This design comes from an exercise in tuning for small area on the open sky130 flow, not from production work. Function was checked by simulation only, so behaviour that the tests miss may differ from the original. No activity file was given, so power comes from the tool's default toggle rates.

==> flow/design.v (excerpt) <==
module LT24Top (
    input              clock,
    input              globalReset,
    output             resetApp,
    output             LT24_WRn,
    output             LT24_RDn,
    output             LT24_CSn,
    output             LT24_RS,
    output             LT24_RESETn,
    output [     15:0] LT24_D,
    output             LT24_LCD_ON
);
assign LT24_RDn    = 1'b1;
assign LT24_CSn    = 1'b0;
assign LT24_LCD_ON = 1'b1;
reg [3:0] resetSync;
always @(posedge clock or posedge globalReset)
    if (globalReset) resetSync <= 4'hF;
    else             resetSync <= {resetSync[2:0], 1'b0};
wire reset = resetSync[3];
assign LT24_RESETn = ~reset;
reg [12:0] q;
reg        run;
always @(posedge clock or posedge reset)
    if (reset) begin
        q   <= 13'd204;
        run <= 1'b0;
    end else begin
        q <= q + 13'd1;
        if (q == 13'h14CC) run <= 1'b1;
    end
assign resetApp = reset | ~run;
wire [6:0] romIdx = q[7:1];
wire romHi   = (q[12:8] == 5'h14);
reg [8:0] romWord;
always @(*) begin
    case (romIdx)
        7'd0: romWord = 9'h0ef;
        7'd1: romWord = 9'h103;
        7'd2: romWord = 9'h180;
        7'd3: romWord = 9'h102;
        7'd4: romWord = 9'h0cf;
        7'd5: romWord = 9'h100;
        7'd6: romWord = 9'h181;
        7'd7: romWord = 9'h1c0;
        7'd8: romWord = 9'h0ed;
        7'd9: romWord = 9'h164;
        7'd10: romWord = 9'h103;
        7'd11: romWord = 9'h112;
        7'd12: romWord = 9'h181;
        7'd13: romWord = 9'h0e8;
        7'd14: romWord = 9'h185;
        7'd15: romWord = 9'h101;
        7'd16: romWord = 9'h178;
        7'd17: romWord = 9'h0cb;
        7'd18: romWord = 9'h139;
        7'd19: romWord = 9'h12c;
        7'd20: romWord = 9'h100;
        7'd21: romWord = 9'h134;
        7'd22: romWord = 9'h102;
        7'd23: romWord = 9'h0f7;
        7'd24: romWord = 9'h120;
        7'd25: romWord = 9'h0ea;
        7'd26: romWord = 9'h100;
        7'd27: romWord = 9'h100;
        7'd28: romWord = 9'h0c0;
        7'd29: romWord = 9'h123;
  ...
export LEC_CHECK = 0
export CAP_MARGIN = 20
export CORE_MARGIN = 2
export CORE_UTILIZATION = 40
export PLACE_DENSITY = 0.6
export SLEW_MARGIN = 20
create_clock -name core_clock -period 20.0 [get_ports {clock}]
standard.sh (not shown) runs the stock make flow with config.mk's settings and CLKGATE_MAP_FILE= SYNTH_SCRIPT=/design/flow/synth_recipe.tcl, a recipe that flattens the netlist after the stock synthesis.
==> flow/flow/run.sh <==
#!/bin/bash
# Layout flow: the standard synthesis, then an area-oriented re-mapping of
# its combinational logic (every register and adder cell kept as the
# standard synthesis made it, same instance names and cell types), then the
# standard layout from floorplan to finish on that netlist.
set -e
set -o pipefail
HERE=$(pwd)
RES=$HERE/orfs/results/$FLOW_PLATFORM/LT24Top/base
LIB=$FLOW_HOME/platforms/$FLOW_PLATFORM/lib/sky130_fd_sc_hd__tt_025C_1v80.lib

YOSYS=""
for c in "${YOSYS_EXE:-}" "$FLOW_HOME/../tools/install/yosys/bin/yosys" "$(command -v yosys || true)"; do
    if [ -n "$c" ] && [ -x "$c" ]; then YOSYS=$c; break; fi
done
[ -n "$YOSYS" ] || { echo "no yosys found"; exit 1; }

# 1. standard synthesis
bash standard.sh synth > "$HERE/1_standard_synth.log" 2>&1
cp "$RES/1_2_yosys.v" "$HERE/1_2_yosys_standard.v"

# 2. re-map the combinational logic for area
cat > "$HERE/reopt.abc" <<'EOS'
strash; &get -n; &deepsyn -T 60; &put; dch -f; amap; topo; dnsize -c
EOS
cat > "$HERE/reopt.ys" <<EOS
read_liberty -ignore_miss_func $LIB
read_verilog $HERE/1_2_yosys_standard.v
blackbox sky130_fd_sc_hd__df* sky130_fd_sc_hd__ed* sky130_fd_sc_hd__sdf* sky130_fd_sc_hd__dl* sky130_fd_sc_hd__fa_* sky130_fd_sc_hd__ha_* sky130_fd_sc_hd__conb_*
hierarchy -top $FLOW_TOP
flatten
opt_clean
stat -liberty $LIB
abc -script $HERE/reopt.abc -liberty $LIB -dont_use sky130_fd_sc_hd__probe_p_8 -dont_use sky130_fd_sc_hd__probec_p_8 -dont_use sky130_fd_sc_hd__lpflow_*
opt_clean -purge
hierarchy -top $FLOW_TOP
stat -liberty $LIB
write_verilog -noattr -nohex -nodec $HERE/1_2_yosys_reopt.v
EOS
"$YOSYS" -s "$HERE/reopt.ys" > "$HERE/2_reopt_yosys.log" 2>&1

# registers and adder cells must be unchanged
grep -E "sky130_fd_sc_hd__(df|ed|sdf|dl|fa_|ha_|conb)" "$HERE/1_2_yosys_standard.v" | awk '{print $1, $2}' | sort > "$HERE/regs_standard.txt"
grep -E "sky130_fd_sc_hd__(df|ed|sdf|dl|fa_|ha_|conb)" "$HERE/1_2_yosys_reopt.v" | awk '{print $1, $2}' | sort > "$HERE/regs_reopt.txt"
cmp "$HERE/regs_standard.txt" "$HERE/regs_reopt.txt"

cp "$HERE/1_2_yosys_reopt.v" "$RES/1_2_yosys.v"
rm -f "$RES/1_synth.odb" "$RES/1_synth.sdc"

# 3. standard layout from the re-mapped netlist
bash standard.sh finish > "$HERE/3_standard_finish.log" 2>&1
The first run completed with no timing, DRC or antenna violations.
==> next run, changes <==
Settings changed: CTS_BUF_LIST from default to sky130_fd_sc_hd__clkbuf_8, CTS_CLUSTER_DIAMETER from default to 60, CTS_CLUSTER_SIZE from default to 16.
The changed run completed without violations.
Core utilization decreases by 1.3 points.
First-iteration DRC count decreases by 9.6%.
Routed wire length came out lower by 0.39%.
Register-to-register slack improves by 0.05 ns.
Global-route usage is lower by 0.19 points.
Design area goes down by 2.8%.
Count of clock-buffer cells in the layout decreases by 10.
==> next run, changes <==
==> flow/run.sh (new file) <==
#!/bin/bash
# synth_recipe.tcl (not shown) runs the flow's synth.tcl, then flattens the netlist and writes it again
# the make line also repeats each setting of config.mk as NAME=value (left out here)
make -C /OpenROAD-flow-scripts/flow DESIGN_CONFIG=/design/flow/config.mk WORK_HOME=/design/flow/orfs CLKGATE_MAP_FILE= SYNTH_SCRIPT=/design/flow/synth_recipe.tcl finish
Settings changed: CTS_BUF_LIST sky130_fd_sc_hd__clkbuf_8 to sky130_fd_sc_hd__clkbuf_16, CTS_CLUSTER_DIAMETER 60 to 100, CTS_CLUSTER_SIZE 16 to 24.
removed: flow/flow/run.sh
removed: flow/standard.sh
Wire length went up by 8.2%.
Final cell count came out higher by 10%.
Clock power came out higher by about 5%.
First-iteration DRC count grows by about 32%.
Clock skew came out lower by 0.017 ns.
==> next run, changes <==
==> flow/flow/run.sh (new file) <==
#!/bin/bash
# Layout flow: the standard synthesis, then an area-oriented re-mapping of
# its combinational logic (every register and adder cell kept as the
# standard synthesis made it, same instance names and cell types), then the
# standard layout from floorplan to finish on that netlist.
set -e
set -o pipefail
HERE=$(pwd)
RES=$HERE/orfs/results/$FLOW_PLATFORM/LT24Top/base
LIB=$FLOW_HOME/platforms/$FLOW_PLATFORM/lib/sky130_fd_sc_hd__tt_025C_1v80.lib

YOSYS=""
for c in "${YOSYS_EXE:-}" "$FLOW_HOME/../tools/install/yosys/bin/yosys" "$(command -v yosys || true)"; do
    if [ -n "$c" ] && [ -x "$c" ]; then YOSYS=$c; break; fi
done
[ -n "$YOSYS" ] || { echo "no yosys found"; exit 1; }

# 1. standard synthesis
bash standard.sh synth > "$HERE/1_standard_synth.log" 2>&1
cp "$RES/1_2_yosys.v" "$HERE/1_2_yosys_standard.v"

# 2. re-map the combinational logic for area
cat > "$HERE/reopt.abc" <<'EOS'
strash; &get -n; &deepsyn -T 60; &put; dch -f; amap; topo; dnsize -c
EOS
cat > "$HERE/reopt.ys" <<EOS
read_liberty -ignore_miss_func $LIB
read_verilog $HERE/1_2_yosys_standard.v
blackbox sky130_fd_sc_hd__df* sky130_fd_sc_hd__ed* sky130_fd_sc_hd__sdf* sky130_fd_sc_hd__dl* sky130_fd_sc_hd__fa_* sky130_fd_sc_hd__ha_* sky130_fd_sc_hd__conb_*
hierarchy -top $FLOW_TOP
flatten
opt_clean
stat -liberty $LIB
abc -script $HERE/reopt.abc -liberty $LIB -dont_use sky130_fd_sc_hd__probe_p_8 -dont_use sky130_fd_sc_hd__probec_p_8 -dont_use sky130_fd_sc_hd__lpflow_*
opt_clean -purge
hierarchy -top $FLOW_TOP
stat -liberty $LIB
write_verilog -noattr -nohex -nodec $HERE/1_2_yosys_reopt.v
EOS
"$YOSYS" -s "$HERE/reopt.ys" > "$HERE/2_reopt_yosys.log" 2>&1

# registers and adder cells must be unchanged
grep -E "sky130_fd_sc_hd__(df|ed|sdf|dl|fa_|ha_|conb)" "$HERE/1_2_yosys_standard.v" | awk '{print $1, $2}' | sort > "$HERE/regs_standard.txt"
grep -E "sky130_fd_sc_hd__(df|ed|sdf|dl|fa_|ha_|conb)" "$HERE/1_2_yosys_reopt.v" | awk '{print $1, $2}' | sort > "$HERE/regs_reopt.txt"
cmp "$HERE/regs_standard.txt" "$HERE/regs_reopt.txt"

cp "$HERE/1_2_yosys_reopt.v" "$RES/1_2_yosys.v"
rm -f "$RES/1_synth.odb" "$RES/1_synth.sdc"

# 3. standard layout from the re-mapped netlist
bash standard.sh finish > "$HERE/3_standard_finish.log" 2>&1
==> flow/standard.sh (new file) <==
#!/bin/bash
# synth_recipe.tcl (not shown) runs the flow's synth.tcl, then flattens the netlist and writes it again
# the make line also repeats each setting of config.mk as NAME=value (left out here)
make -C /OpenROAD-flow-scripts/flow DESIGN_CONFIG=/design/flow/config.mk WORK_HOME=/design/flow/orfs CLKGATE_MAP_FILE= SYNTH_SCRIPT=/design/flow/synth_recipe.tcl "${@:-finish}"
removed: flow/run.sh
The changed run produced a clean layout.
Core utilization climbs by 1.8 points.
Power drops by 1.1%.
Die area shrinks by 16%.
Routed wire length fell by 7.7%.
Via count goes down by 11%.
Final area came out lower by 13%.
Count of clock-buffer cells in the layout drops by 1.
Critical path depth goes up by 1.
==> next run, changes <==
--- a/flow/flow/run.sh
+++ b/flow/flow/run.sh
@@ -3 +3 @@
-# its combinational logic (every register and adder cell kept as the
+# its combinational logic (every register kept as the
@@ -29 +29 @@
-blackbox sky130_fd_sc_hd__df* sky130_fd_sc_hd__ed* sky130_fd_sc_hd__sdf* sky130_fd_sc_hd__dl* sky130_fd_sc_hd__fa_* sky130_fd_sc_hd__ha_* sky130_fd_sc_hd__conb_*
+blackbox sky130_fd_sc_hd__df* sky130_fd_sc_hd__ed* sky130_fd_sc_hd__sdf* sky130_fd_sc_hd__dl* sky130_fd_sc_hd__conb_*
@@ -42,3 +42,3 @@
-# registers and adder cells must be unchanged
-grep -E "sky130_fd_sc_hd__(df|ed|sdf|dl|fa_|ha_|conb)" "$HERE/1_2_yosys_standard.v" | awk '{print $1, $2}' | sort > "$HERE/regs_standard.txt"
-grep -E "sky130_fd_sc_hd__(df|ed|sdf|dl|fa_|ha_|conb)" "$HERE/1_2_yosys_reopt.v" | awk '{print $1, $2}' | sort > "$HERE/regs_reopt.txt"
+# registers must be unchanged
+grep -E "sky130_fd_sc_hd__(df|edf|sdf|dlx|dlr|dlclkp|sdlclkp)" "$HERE/1_2_yosys_standard.v" | awk '{print $1, $2}' | sort > "$HERE/regs_standard.txt"
+grep -E "sky130_fd_sc_hd__(df|edf|sdf|dlx|dlr|dlclkp|sdlclkp)" "$HERE/1_2_yosys_reopt.v" | awk '{print $1, $2}' | sort > "$HERE/regs_reopt.txt"
Settings changed: CTS_BUF_LIST sky130_fd_sc_hd__clkbuf_16 to sky130_fd_sc_hd__clkbuf_8, CTS_CLUSTER_DIAMETER 100 to 60, CTS_CLUSTER_SIZE 24 to 16.
The changed run went through all stages and came out clean.
Design area shrinks by about 11%.
Power shrinks by about 2%.
Clock-buffer cell count grows by 9.
Area after synthesis shrinks by about 12%.
Non-clock buffer count grows by 2.
Global-route usage stays flat.
Critical path depth grows by 4.

what the ideal ports hide:
In the flow no input, the clock included, has a driving cell. The finished layouts below were timed again as built, in two steps. Step 1 (the two cells are an assumption about what drives the block):
set clk [get_ports {clock}]
set_driving_cell -lib_cell sky130_fd_sc_hd__clkbuf_16 $clk
set_driving_cell -lib_cell sky130_fd_sc_hd__buf_2 [delete_from_list [all_inputs] $clk]
Step 2 adds t to the input delays and takes it off the output delays; t is the mean of the earliest and latest rising clock arrival at the registers after step 1. Input paths then give back, and output paths get back, about the clock's delay inside the block. a / b / c = no drivers / after step 1 / after step 2; a / b = the first two.
| run | t, ns | slack for setup (ns) | worst setup path at the end | worst register clock-pin slew, ns | cell pins on the clock port's net |
|---|---|---|---|---|---|
| the first run | 0.569 | 11.121 / 11.075 / 11.643 | register to output | 0.07 / 0.07 | 1 |
| the second run | 0.605 | 11.093 / 11.046 / 11.652 | register to output | 0.09 / 0.09 | 1 |
| the third run | 0.538 | 11.411 / 11.362 / 11.899 | register to output | 0.10 / 0.10 | 1 |
| the fourth run | 0.536 | 11.187 / 11.139 / 11.676 | register to output | 0.11 / 0.11 | 1 |
| the fifth run | 0.580 | 11.272 / 11.230 / 11.809 | register to output | 0.10 / 0.10 | 1 |
After both steps setup and hold are still met in every run listed.
